What follows belongs to an exercise in optimizing a design on an open flow for small area; a production flow would make more cautious choices.
No activity file was given, so power comes from the tool's default toggle rates.

==> flow/design.v <==
module top_module(
    input wire clk,
    input wire rst,                
    input wire speed_up_switch,
    input wire pause_button,
    input wire hour_inc_button,
    input wire hour_dec_button,
    input wire min_inc_button,
    input wire min_dec_button,
    input wire reset_switch,
    input wire [5:0] second_switches,
    output wire [6:0] segments,
    output wire [3:0] anodes,
    output wire [5:0] leds
);
    wire speed_up;
    wire enable;
    wire hour_inc, hour_dec, min_inc, min_dec;
    test_debouncer td(.clk(clk), .rst(rst), .switch(speed_up_switch), .speed_up(speed_up));
    enable_toggle_debouncer enable_debouncer(.clk(clk), .rst(rst), .button(pause_button), .enable(enable));
    debouncer hour_inc_debouncer(.clk(clk), .rst(rst), .PB(hour_inc_button), .PB_up(hour_inc));
    debouncer hour_dec_debouncer(.clk(clk), .rst(rst), .PB(hour_dec_button), .PB_up(hour_dec));
    debouncer min_inc_debouncer(.clk(clk), .rst(rst), .PB(min_inc_button), .PB_up(min_inc));
    debouncer min_dec_debouncer(.clk(clk), .rst(rst), .PB(min_dec_button), .PB_up(min_dec));
    display display_inst (
        .clk(clk), .rst(rst), .speed_up(speed_up), .enable(enable),
        .hour_inc(hour_inc), .hour_dec(hour_dec), .min_inc(min_inc), .min_dec(min_dec),
        .reset_switch(reset_switch), .second_switches(second_switches),
        .segments(segments), .anodes(anodes), .leds(leds)
    );
endmodule
module display(
    input wire clk,
    input wire rst,
    input wire speed_up,
    input wire enable,
    input wire hour_inc,
    input wire hour_dec,
    input wire min_inc,
    input wire min_dec,
    input wire reset_switch,
    input wire [5:0] second_switches,
    output reg [6:0] segments,
    output reg [3:0] anodes,
    output reg [5:0] leds
);
    localparam [9:0] R999 = 10'b1111010110;
    reg [1:0] hours_t;     
    reg [3:0] hours_u;     
    reg [2:0] minutes_t;   
    reg [3:0] minutes_u;   
    reg [7:0] seconds;
    reg [1:0] digit_select;
    reg [9:0] refresh_counter;
    reg [3:0] current_digit;
    wire one_second_pulse;
    reg prev_hour_inc, prev_hour_dec, prev_min_inc, prev_min_dec;
    reg prev_reset_switch;
    clock_divider clk_div(
        .clk(clk), .rst(rst), .speed_up(speed_up), .enable(enable),
        .one_second_pulse(one_second_pulse)
    );
    wire [6:0] seg;
    seven_segment_decoder decoder(.binary_input(current_digit), .segments(seg));
    wire hours_top = (hours_t == 2'd2) & (hours_u == 4'd3);
    wire hours_zero = (hours_t == 2'd0) & (hours_u == 4'd0);
    wire min_top = (minutes_t == 3'd5) & (minutes_u == 4'd9);
    wire min_zero = (minutes_t == 3'd0) & (minutes_u == 4'd0);
    wire [1:0] hinc_t = hours_top ? 2'd0 : (hours_u == 4'd9) ? hours_t + 2'd1 : hours_t;
    wire [3:0] hinc_u = (hours_top | hours_u == 4'd9) ? 4'd0 : hours_u + 4'd1;
    wire [1:0] hdec_t = hours_zero ? 2'd2 : (hours_u == 4'd0) ? hours_t - 2'd1 : hours_t;
    wire [3:0] hdec_u = hours_zero ? 4'd3 : (hours_u == 4'd0) ? 4'd9 : hours_u - 4'd1;
    wire [2:0] minc_t = min_top ? 3'd0 : (minutes_u == 4'd9) ? minutes_t + 3'd1 : minutes_t;
    wire [3:0] minc_u = (minutes_u == 4'd9) ? 4'd0 : minutes_u + 4'd1;
    wire [2:0] mdec_t = min_zero ? 3'd5 : (minutes_u == 4'd0) ? minutes_t - 3'd1 : minutes_t;
    wire [3:0] mdec_u = (minutes_u == 4'd0) ? 4'd9 : minutes_u - 4'd1;
    always @(posedge clk) begin
      if (rst) begin
        hours_t <= 0;
        hours_u <= 0;
        minutes_t <= 0;
        minutes_u <= 0;
        seconds <= 0;
        prev_hour_inc <= 0;
        prev_hour_dec <= 0;
        prev_min_inc <= 0;
        prev_min_dec <= 0;
        prev_reset_switch <= 0;
      end else begin
        if (prev_reset_switch && reset_switch) begin
            hours_t <= 0;
            hours_u <= 0;
            minutes_t <= 0;
            minutes_u <= 0;
            seconds <= 0;
        end
        if (enable) begin
            if (one_second_pulse) begin
                if (seconds == 59) begin
                    seconds <= 0;
                    minutes_t <= minc_t;
                    minutes_u <= minc_u;
                    if (min_top) begin
                        hours_t <= hinc_t;
                        hours_u <= hinc_u;
                    end
                end else
                    seconds <= seconds + 8'd1;
            end
        end else begin
            if (prev_hour_inc) begin
                hours_t <= hinc_t;
                hours_u <= hinc_u;
            end else if (prev_hour_dec) begin
                hours_t <= hdec_t;
                hours_u <= hdec_u;
            end
            if (prev_min_inc) begin
                minutes_t <= minc_t;
                minutes_u <= minc_u;
            end else if (prev_min_dec) begin
                minutes_t <= mdec_t;
                minutes_u <= mdec_u;
            end
            seconds <= {2'b00, second_switches};
        end
        prev_hour_inc <= hour_inc;
        prev_hour_dec <= hour_dec;
        prev_min_inc <= min_inc;
        prev_min_dec <= min_dec;
        prev_reset_switch <= reset_switch;
      end
    end
    wire refresh_wrap = (refresh_counter == R999);
    always @(posedge clk) begin
        if (rst | refresh_wrap)
            refresh_counter <= 10'd1;
        else
            refresh_counter <= {refresh_counter[8:0], refresh_counter[9] ^ refresh_counter[6]};
        if (rst)
            digit_select <= 0;
        else if (refresh_wrap)
            digit_select <= digit_select + 2'd1;
    end
    always @(*) begin
        case (digit_select)
            2'b00: begin anodes = 4'b0111; current_digit = {2'b00, hours_t}; end
            2'b01: begin anodes = 4'b1011; current_digit = hours_u; end
            2'b10: begin anodes = 4'b1101; current_digit = {1'b0, minutes_t}; end
            2'b11: begin anodes = 4'b1110; current_digit = minutes_u; end
        endcase
        segments = seg;
        leds = seconds[5:0];
    end
endmodule
module clock_divider(
    input wire clk,
    input wire rst,
    input wire speed_up,
    input wire enable,
    output reg one_second_pulse
);
    localparam [15:0] E998   = 16'b0101010101101100;
    localparam [15:0] E999   = 16'b1010101011011001;
    localparam [15:0] E59999 = 16'b0111110110011110;
    reg [15:0] counter;
    reg speed_up_d;
    reg ge1000;
    wire low_zero = ~|counter[14:0];
    wire fb = counter[15] ^ counter[14] ^ counter[12] ^ counter[3] ^ low_zero;
    wire at_999 = (counter == E999);
    wire at_limit = speed_up_d ? at_999 : (counter == E59999);
    wire at_65535 = counter[15] & low_zero;
    wire adjust = speed_up_d & ~speed_up & ge1000;
    always @(posedge clk) begin
        speed_up_d <= ~rst & speed_up;
        one_second_pulse <= ~rst & enable & at_limit;
        if (rst) begin
            counter <= 16'd0;
            ge1000 <= 1'b0;
        end else if (enable) begin
            if (at_limit) begin
                counter <= 16'd0;
                ge1000 <= 1'b0;
            end else begin
                counter <= {counter[14:0], fb};
                if (at_65535)
                    ge1000 <= 1'b0;
                else if (at_999)
                    ge1000 <= 1'b1;
            end
        end else if (adjust) begin
            counter <= E998;
            ge1000 <= 1'b0;
        end
    end
endmodule
module debouncer(
    input clk,
    input rst,
    input PB,
    output PB_up
);
    reg PB_sync_0, PB_sync_1, PB_state;
    reg [9:0] PB_cnt;
    wire PB_idle = (PB_state == PB_sync_1);
    wire low_zero = ~|PB_cnt[8:0];
    wire PB_cnt_max = PB_cnt[9] & low_zero;
    wire fb = PB_cnt[9] ^ PB_cnt[6] ^ low_zero;
    always @(posedge clk) begin
        PB_sync_0 <= ~(rst | PB);
        PB_sync_1 <= ~rst & PB_sync_0;
        if (rst | PB_idle)
            PB_cnt <= 10'd0;
        else
            PB_cnt <= {PB_cnt[8:0], fb};
        if (rst)
            PB_state <= 1'b0;
        else if (PB_cnt_max)
            PB_state <= PB_sync_1;
    end
    assign PB_up = PB_cnt_max & PB_state & ~PB_sync_1;
endmodule
module enable_toggle_debouncer(
    input wire clk,
    input wire rst,
    input wire button,
    output reg enable
);
    wire up;
    reg up_d;
    debouncer db(.clk(clk), .rst(rst), .PB(button), .PB_up(up));
    always @(posedge clk) begin
        up_d <= ~rst & up;
        enable <= rst | (enable ^ up_d);
    end
endmodule
module seven_segment_decoder(
    input wire [3:0] binary_input,
    output reg [6:0] segments
);
    always @(*) begin
        case (binary_input)
            4'b0000: segments = 7'b1000000;  
            4'b0001: segments = 7'b1111001;  
            4'b0010: segments = 7'b0100100;  
            4'b0011: segments = 7'b0110000;  
            4'b0100: segments = 7'b0011001;  
            4'b0101: segments = 7'b0010010;  
            4'b0110: segments = 7'b0000010;  
            4'b0111: segments = 7'b1111000;  
            4'b1000: segments = 7'b0000000;  
            4'b1001: segments = 7'b0010000;  
            default: segments = 7'b1111111;
        endcase
    end
endmodule
module test_debouncer(
    input wire clk,
    input wire rst,
    input wire switch,
    output reg speed_up
);
    always @(posedge clk) speed_up <= ~rst & switch;
endmodule
==> flow/config.mk <==
export PLATFORM = sky130hd
export DESIGN_NAME = top_module
export DESIGN_NICKNAME = top_module
export VERILOG_FILES = /design/flow/design.v
export SDC_FILE = /design/flow/constraint.sdc
export NUM_CORES = 4
export LEC_CHECK = 0
export CAP_MARGIN = 20
export CORE_MARGIN = 2
export CORE_UTILIZATION = 40
export SLEW_MARGIN = 20
==> flow/constraint.sdc <==
create_clock -name core_clock -period 10.0 [get_ports {clk}]
set_input_delay 2.0000 -clock core_clock [delete_from_list [all_inputs] [get_ports {clk}]]
set_output_delay 2.0000 -clock core_clock [all_outputs]
set_load 0.01 [all_outputs]
run.sh (not shown) runs the stock make flow with config.mk's settings and CLKGATE_MAP_FILE= SYNTH_SCRIPT=/design/flow/synth_recipe.tcl, a recipe that flattens the netlist after the stock synthesis.
The starting point ran to the end with no violations.
Next try:
CTS_BUF_LIST = sky130_fd_sc_hd__clkbuf_4   (was not set)
CTS_CLUSTER_DIAMETER = 100   (was not set)
CTS_CLUSTER_SIZE = 30   (was not set)
The changed run finished clean. Global-route usage fell by 0.15 points. Die area does not change. Total power fell by 25%. Flip-flop and latch count stays the same. Utilization fell by 2.3 points. Clock skew rose by 8.1 ps. Via count rose by 0.41%. Wire length fell by 1.6%. Combinational power is about the same. Design area fell by about 5%. Worst setup slack loses 140 ps.
Function was not checked in any run of this note: the RTL went through the layout flow alone.

-- separate check: timing with driven ports --
No port has a modelled driver above. Below, the same layouts with a new extraction and two added sets of constraints.
Step 1 assumes that a clkbuf_16 drives the clock port and a buf_2 every other input.
Step 2 moves the port delays by t, midway between the first and last clock arrival at a register: inputs arrive t later, outputs are due t later. That takes back most of the time a late clock gives input paths.
Slacks: no drivers / after step 1 / after step 2; pairs: no drivers / after step 1.
run	t (ns)	setup WS [ns]	worst setup path at the end	worst register clock-pin slew, ns	worst data-port slew with drivers (ns)
the first run	0.439	4.845 / 4.805 / 5.244	register to output	0.05 / 0.05	0.03
the second run	0.552	4.701 / 4.666 / 5.219	register to output	0.11 / 0.11	0.03
After both steps every run listed still meets setup and hold.
